This design comes from an exercise in tuning for small area, a short achievable clock period and few clock cycles per item on the open sky130 flow, not from production work. At most, simulation tests tie the RTL to the original design; equivalence was not proved.

==> module AES_datapath, before the edit <==
module AES_datapath(
    input         load, busy, last,
    input  [15:0] s, t, p,
    input  [3:0]  sk,
    input  [15:0] data_input, input_vector, key,
    output [15:0] s_d, k_d
    );
    function [3:0] x2(input [3:0] a);
        x2 = {a[2:0], 1'b0} ^ {2'b00, a[3], a[3]};
    endfunction
    wire [3:0] u01 = x2(t[15:12] ^ t[11:8]) & {4{~last}};
    wire [3:0] u23 = x2(t[7:4] ^ t[3:0]) & {4{~last}};
    wire [15:0] m = t ^ {u01, u01, u23, u23};
    wire [15:0] kn = p ^ {4{sk}};
    assign k_d = load ? key : kn;
    wire [15:0] sn = (load ? (data_input ^ input_vector) : m) ^ k_d;
    assign s_d = (load | busy) ? sn : s;
endmodule
==> module AES, before the edit <==
module AES(
    input clk,nrst,load,
    input [15:0] data_input,input_vector,key,
    input  [3:0] round_number,
    output [15:0] data_output,
    output finish
    );
    reg [15:0] s, k;
    reg [3:0]  r;
    reg        last, busy, fin;
    wire [3:0] t0, t1, t2, t3;
    NibbleSub ns0(.a(s[15:12]), .b(t0));
    NibbleSub ns1(.a(s[3:0]),   .b(t1));
    NibbleSub ns2(.a(s[7:4]),   .b(t2));
    NibbleSub ns3(.a(s[11:8]),  .b(t3));
    wire [3:0] sk;
    NibbleSub ns4(.a(k[3:0]), .b(sk));
    wire [15:0] p;
    key_generation kp(.k(k), .r(r), .p(p));
    wire [15:0] s_d, k_d;
    AES_datapath dp(.load(load), .busy(busy), .last(last), .s(s), .t({t0, t1, t2, t3}), .sk(sk), .p(p),
                    .data_input(data_input), .input_vector(input_vector), .key(key),
                    .s_d(s_d), .k_d(k_d));
    wire [3:0]  r_d = load ? 4'd1 : r + 4'd1;
    always @(posedge clk) begin
        s    <= s_d;
        k    <= k_d;
        r    <= r_d;
        last <= (r_d == round_number);
    end
    always @(posedge clk or negedge nrst) begin
        if (!nrst) begin
            busy <= 1'b0;
            fin  <= 1'b0;
        end else if (load) begin
            busy <= 1'b1;
            fin  <= 1'b0;
        end else if (busy & last) begin
            busy <= 1'b0;
            fin  <= 1'b1;
        end
    end
    assign data_output = s;
    assign finish = fin;
endmodule
clock: 5.0 ns
lec_check: 0
cap_margin: 20
core_margin: 2
core_utilization: 40
setup_slack_margin: 2.6
slew_margin: 20
synth_hierarchical: 1
synth_minimum_keep_size: 0
standard.sh (not shown) runs the stock make flow with config.mk's settings and CLKGATE_MAP_FILE= SYNTH_SCRIPT=/design/flow/synth_recipe.tcl, a recipe that flattens the netlist after the stock synthesis.
==> flow/flow/run.sh <==
#!/bin/bash
# The standard layout (the standard.sh, standard synthesis included), with the
# ports buffered by plain buffers instead of the delay buffers buffer_ports picks.
set -euo pipefail
export BUFFER_PORTS_ARGS="-buffer_cell sky130_fd_sc_hd__buf_1"
bash standard.sh > standard.log 2>&1
The baseline went through all stages and came out clean.
Testbench counts at the start, summed over its fixed seeds: cycles 1,935, items 192.
Next try:
--- a/flow/design.v
+++ b/flow/design.v
@@ -44,28 +44,27 @@
     wire [3:0] p5 = p4 ^ k[11:8];
     wire [3:0] p6 = p5 ^ k[7:4];
     wire [3:0] p7 = p6 ^ k[3:0];
     assign p = {p4, p5, p6, p7};
 endmodule
 module AES_datapath(
-    input         load, busy, last,
-    input  [15:0] s, t, p,
+    input         load, last,
+    input  [15:0] t, p,
     input  [3:0]  sk,
     input  [15:0] data_input, input_vector, key,
     output [15:0] s_d, k_d
     );
     function [3:0] x2(input [3:0] a);
         x2 = {a[2:0], 1'b0} ^ {2'b00, a[3], a[3]};
     endfunction
     wire [3:0] u01 = x2(t[15:12] ^ t[11:8]) & {4{~last}};
     wire [3:0] u23 = x2(t[7:4] ^ t[3:0]) & {4{~last}};
-    wire [15:0] m = t ^ {u01, u01, u23, u23};
     wire [15:0] kn = p ^ {4{sk}};
+    wire [15:0] sn = t ^ kn ^ {u01, u01, u23, u23};
     assign k_d = load ? key : kn;
-    wire [15:0] sn = (load ? (data_input ^ input_vector) : m) ^ k_d;
-    assign s_d = (load | busy) ? sn : s;
+    assign s_d = load ? (data_input ^ input_vector ^ key) : sn;
 endmodule
 module AES(
     input clk,nrst,load,
     input [15:0] data_input,input_vector,key,
     input  [3:0] round_number,
     output [15:0] data_output,
@@ -81,18 +80,18 @@
     NibbleSub ns3(.a(s[11:8]),  .b(t3));
     wire [3:0] sk;
     NibbleSub ns4(.a(k[3:0]), .b(sk));
     wire [15:0] p;
     key_generation kp(.k(k), .r(r), .p(p));
     wire [15:0] s_d, k_d;
-    AES_datapath dp(.load(load), .busy(busy), .last(last), .s(s), .t({t0, t1, t2, t3}), .sk(sk), .p(p),
+    AES_datapath dp(.load(load), .last(last), .t({t0, t1, t2, t3}), .sk(sk), .p(p),
                     .data_input(data_input), .input_vector(input_vector), .key(key),
                     .s_d(s_d), .k_d(k_d));
     wire [3:0]  r_d = load ? 4'd1 : r + 4'd1;
     always @(posedge clk) begin
-        s    <= s_d;
+        if (load | busy) s <= s_d;
         k    <= k_d;
         r    <= r_d;
         last <= (r_d == round_number);
     end
     always @(posedge clk or negedge nrst) begin
         if (!nrst) begin
Final area came out higher by a few percent.
Utilization is higher by 0.63 points.
Non-clock buffer count rises by 1.
Routed wire length rises slightly.
Die area went up by a few percent.
Synthesized cell count drops by a few percent.
Setup slack got worse by 0.079 ns.
Area after synthesis rises by a few percent.
Critical path depth fell by 1.
Global-route usage is higher by 0.59 points.
Via count goes down by a few percent.
Cell count shrinks slightly.
The RTL of the second run of this note was laid out without a check of its function.


Setup of the baseline:
The RTL this note starts from:
==> flow/design.v <==
module NibbleSub(
    input  [3:0] a,
    output [3:0] b
    );
    assign b[0] = (~a[3] & ~a[2] & a[1] & ~a[0])
                 | (~a[3] & ~a[2] & a[1] & a[0])
                 | (~a[3] & a[2] & ~a[1] & a[0])
                 | (~a[3] & a[2] & a[1] & ~a[0])
                 | (a[3] & ~a[2] & ~a[1] & ~a[0])
                 | (a[3] & a[2] & ~a[1] & ~a[0])
                 | (a[3] & a[2] & ~a[1] & a[0])
                 | (a[3] & a[2] & a[1] & a[0]);
    assign b[1] = (~a[3] & ~a[2] & ~a[1] & ~a[0])
                 | (~a[3] & a[2] & ~a[1] & ~a[0])
                 | (~a[3] & a[2] & ~a[1] & a[0])
                 | (~a[3] & a[2] & a[1] & ~a[0])
                 | (a[3] & ~a[2] & ~a[1] & ~a[0])
                 | (a[3] & ~a[2] & ~a[1] & a[0])
                 | (a[3] & ~a[2] & a[1] & ~a[0])
                 | (a[3] & a[2] & a[1] & a[0]);
    assign b[2] = (~a[3] & ~a[2] & ~a[1] & ~a[0])
                 | (~a[3] & ~a[2] & ~a[1] & a[0])
                 | (~a[3] & ~a[2] & a[1] & ~a[0])
                 | (~a[3] & a[2] & ~a[1] & a[0])
                 | (a[3] & ~a[2] & a[1] & ~a[0])
                 | (a[3] & ~a[2] & a[1] & a[0])
                 | (a[3] & a[2] & ~a[1] & ~a[0])
                 | (a[3] & a[2] & a[1] & a[0]);
    assign b[3] = (~a[3] & ~a[2] & ~a[1] & ~a[0])
                 | (~a[3] & ~a[2] & a[1] & ~a[0])
                 | (~a[3] & a[2] & ~a[1] & a[0])
                 | (~a[3] & a[2] & a[1] & ~a[0])
                 | (~a[3] & a[2] & a[1] & a[0])
                 | (a[3] & ~a[2] & ~a[1] & a[0])
                 | (a[3] & ~a[2] & a[1] & a[0])
                 | (a[3] & a[2] & ~a[1] & a[0]);
endmodule
module key_generation(
    input  [15:0] k,
    input  [3:0]  r,
    output [15:0] p
    );
    wire [3:0] p4 = k[15:12] ^ r;
    wire [3:0] p5 = p4 ^ k[11:8];
    wire [3:0] p6 = p5 ^ k[7:4];
    wire [3:0] p7 = p6 ^ k[3:0];
    assign p = {p4, p5, p6, p7};
endmodule
module AES_datapath(
    input         load, last,
    input  [15:0] t, p,
    input  [3:0]  sk,
    input  [15:0] data_input, input_vector, key,
    output [15:0] s_d, k_d
    );
    function [3:0] x2(input [3:0] a);
        x2 = {a[2:0], 1'b0} ^ {2'b00, a[3], a[3]};
    endfunction
    wire [3:0] u01 = x2(t[15:12] ^ t[11:8]) & {4{~last}};
    wire [3:0] u23 = x2(t[7:4] ^ t[3:0]) & {4{~last}};
    wire [15:0] m = t ^ {u01, u01, u23, u23};
    wire [15:0] kn = p ^ {4{sk}};
    assign k_d = load ? key : kn;
    assign s_d = (load ? (data_input ^ input_vector) : m) ^ k_d;
endmodule
module AES(
    input clk,nrst,load,
    input [15:0] data_input,input_vector,key,
    input  [3:0] round_number,
    output [15:0] data_output,
    output finish
    );
    reg [15:0] s, k;
    reg [3:0]  r;
    reg        last, busy, fin;
    wire [3:0] t0, t1, t2, t3;
    NibbleSub ns0(.a(s[15:12]), .b(t0));
    NibbleSub ns1(.a(s[3:0]),   .b(t1));
    NibbleSub ns2(.a(s[7:4]),   .b(t2));
    NibbleSub ns3(.a(s[11:8]),  .b(t3));
    wire [3:0] sk;
    NibbleSub ns4(.a(k[3:0]), .b(sk));
    wire [15:0] p;
    key_generation kp(.k(k), .r(r), .p(p));
    wire [15:0] s_d, k_d;
    AES_datapath dp(.load(load), .last(last), .t({t0, t1, t2, t3}), .sk(sk), .p(p),
                    .data_input(data_input), .input_vector(input_vector), .key(key),
                    .s_d(s_d), .k_d(k_d));
    wire [3:0]  r_d = load ? 4'd1 : r + 4'd1;
    always @(posedge clk) begin
        if (load | busy) s <= s_d;
        k    <= k_d;
        r    <= r_d;
        last <= (r_d == round_number);
    end
    always @(posedge clk or negedge nrst) begin
        if (!nrst) begin
            busy <= 1'b0;
            fin  <= 1'b0;
        end else if (load) begin
            busy <= 1'b1;
            fin  <= 1'b0;
        end else if (busy & last) begin
            busy <= 1'b0;
            fin  <= 1'b1;
        end
    end
    assign data_output = s;
    assign finish = fin;
endmodule
==> flow/config.mk <==
export PLATFORM = sky130hd
export DESIGN_NAME = AES
export DESIGN_NICKNAME = AES
export VERILOG_FILES = /design/flow/design.v
export SDC_FILE = /design/flow/constraint.sdc
export NUM_CORES = 4
export LEC_CHECK = 0
export CAP_MARGIN = 20
export CORE_MARGIN = 2
export CORE_UTILIZATION = 40
export SETUP_SLACK_MARGIN = 2.6
export SLEW_MARGIN = 20
export SYNTH_HIERARCHICAL = 1
export SYNTH_MINIMUM_KEEP_SIZE = 0
==> flow/constraint.sdc <==
create_clock -name core_clock -period 5.0 [get_ports {clk}]
set_input_delay 1.0000 -clock core_clock [delete_from_list [all_inputs] [get_ports {clk}]]
set_output_delay 1.0000 -clock core_clock [all_outputs]
set_load 0.01 [all_outputs]
Scripts as last shown in full above: flow/flow/run.sh
Testbench counts of the baseline, summed over its fixed seeds: cycles 1,935, items 192.
Input-level comparison between the candidate and the baseline:
==> flow/design.v, changed modules only <==
module AES(
    input clk,nrst,load,
    input [15:0] data_input,input_vector,key,
    input  [3:0] round_number,
    output [15:0] data_output,
    output finish
    );
    reg [15:0] s, k;
    reg [3:0]  r;
    reg        last, busy, fin;
    wire [3:0] t0, t1, t2, t3;
    NibbleSub ns0(.a(s[15:12]), .b(t0));
    NibbleSub ns1(.a(s[3:0]),   .b(t1));
    NibbleSub ns2(.a(s[7:4]),   .b(t2));
    NibbleSub ns3(.a(s[11:8]),  .b(t3));
    function [3:0] x2(input [3:0] a);
        x2 = {a[2:0], 1'b0} ^ {2'b00, a[3], a[3]};
    endfunction
    wire [3:0] u01 = x2(t0 ^ t1) & {4{~last}};
    wire [3:0] u23 = x2(t2 ^ t3) & {4{~last}};
    wire [15:0] m = {t0 ^ u01, t1 ^ u01, t2 ^ u23, t3 ^ u23};
    wire [3:0] sk;
    NibbleSub ns4(.a(k[3:0]), .b(sk));
    wire [3:0] p4 = k[15:12] ^ r;
    wire [3:0] p5 = p4 ^ k[11:8];
    wire [3:0] p6 = p5 ^ k[7:4];
    wire [3:0] p7 = p6 ^ k[3:0];
    wire [15:0] kn = {p4 ^ sk, p5 ^ sk, p6 ^ sk, p7 ^ sk};
    wire [15:0] k_d = load ? key : kn;
    wire [15:0] s_d = (load ? (data_input ^ input_vector) : m) ^ k_d;
    wire [3:0]  r_d = load ? 4'd1 : r + 4'd1;
    always @(posedge clk) begin
        if (load | busy) s <= s_d;
        k    <= k_d;
        r    <= r_d;
        last <= (r_d == round_number);
    end
    always @(posedge clk or negedge nrst) begin
        if (!nrst) begin
            busy <= 1'b0;
            fin  <= 1'b0;
        end else if (load) begin
            busy <= 1'b1;
            fin  <= 1'b0;
        end else if (busy & last) begin
            busy <= 1'b0;
            fin  <= 1'b1;
        end
    end
    assign data_output = s;
    assign finish = fin;
endmodule
// module key_generation removed
// module AES_datapath removed
- The candidate against the baseline: number of nets in the synthesized netlist dropped 4.9%; met3 demand-to-capacity share in global routing increased 0.22 points; count of inverters not on the clock network in the layout now sits higher; length of the first detailed-routing pass in iterations increased by 2 relative to the old numbers; multi-input combinational cell count -about 6%.
- On biggest fanout along the worst timing path, the lower figure sits with the baseline, not the candidate.
- Comparing the baseline with the candidate, the cell count came out essentially unchanged.
- Changes observed in the candidate relative to the baseline: global-route usage rose by 1.0 points, final worst slack fell by 87 ps.
- Route | the candidate vs the baseline | wire longer in the candidate
- [the candidate] number of filler instances in the final layout fell about 2.3% relative to the baseline
- Post-route fraction of the period consumed by the critical path: the candidate > the baseline
- The candidate vs the baseline — total number of placement rows dropped by a few percent
Function not checked in the candidate: the RTL went through the layout flow alone.

==> re-timing with driven ports <==
How much do the figures lean on ideal ports? The routed layouts below were timed once more, with nothing changed but the port constraints. Step 1: set_driving_cell puts a clkbuf_16 on clk and a buf_2 on each other input, an assumption about the parent block. Step 2, shift: input delay + t, output delay - t, t = (earliest + latest rising clock arrival at the registers) / 2. This alone moves slack from input paths to output paths. Slacks: no drivers / after step 1 / after step 2; pairs: no drivers / after step 1.
run | t (ns) | setup WS [ns] | worst hold slack (ns) | worst setup path at the end
the first run of note 1 | 0.315 | 2.832 / 2.832 / 2.541 | 0.489 / 0.483 / 0.509 | input to register
the second run of note 1 | 0.322 | 2.753 / 2.753 / 2.551 | 0.480 / 0.472 / 0.498 | input to register
the baseline | 0.317 | 2.753 / 2.753 / 2.456 | 0.479 / 0.477 / 0.508 | input to register
the candidate | 0.326 | 2.665 / 2.665 / 2.471 | 0.466 / 0.460 / 0.508 | input to register
After both steps setup and hold are still met in every run listed. For the baseline, which loses most, drivers alone change the setup slack by 0.000 ns; drivers and shift together by -0.297 ns.
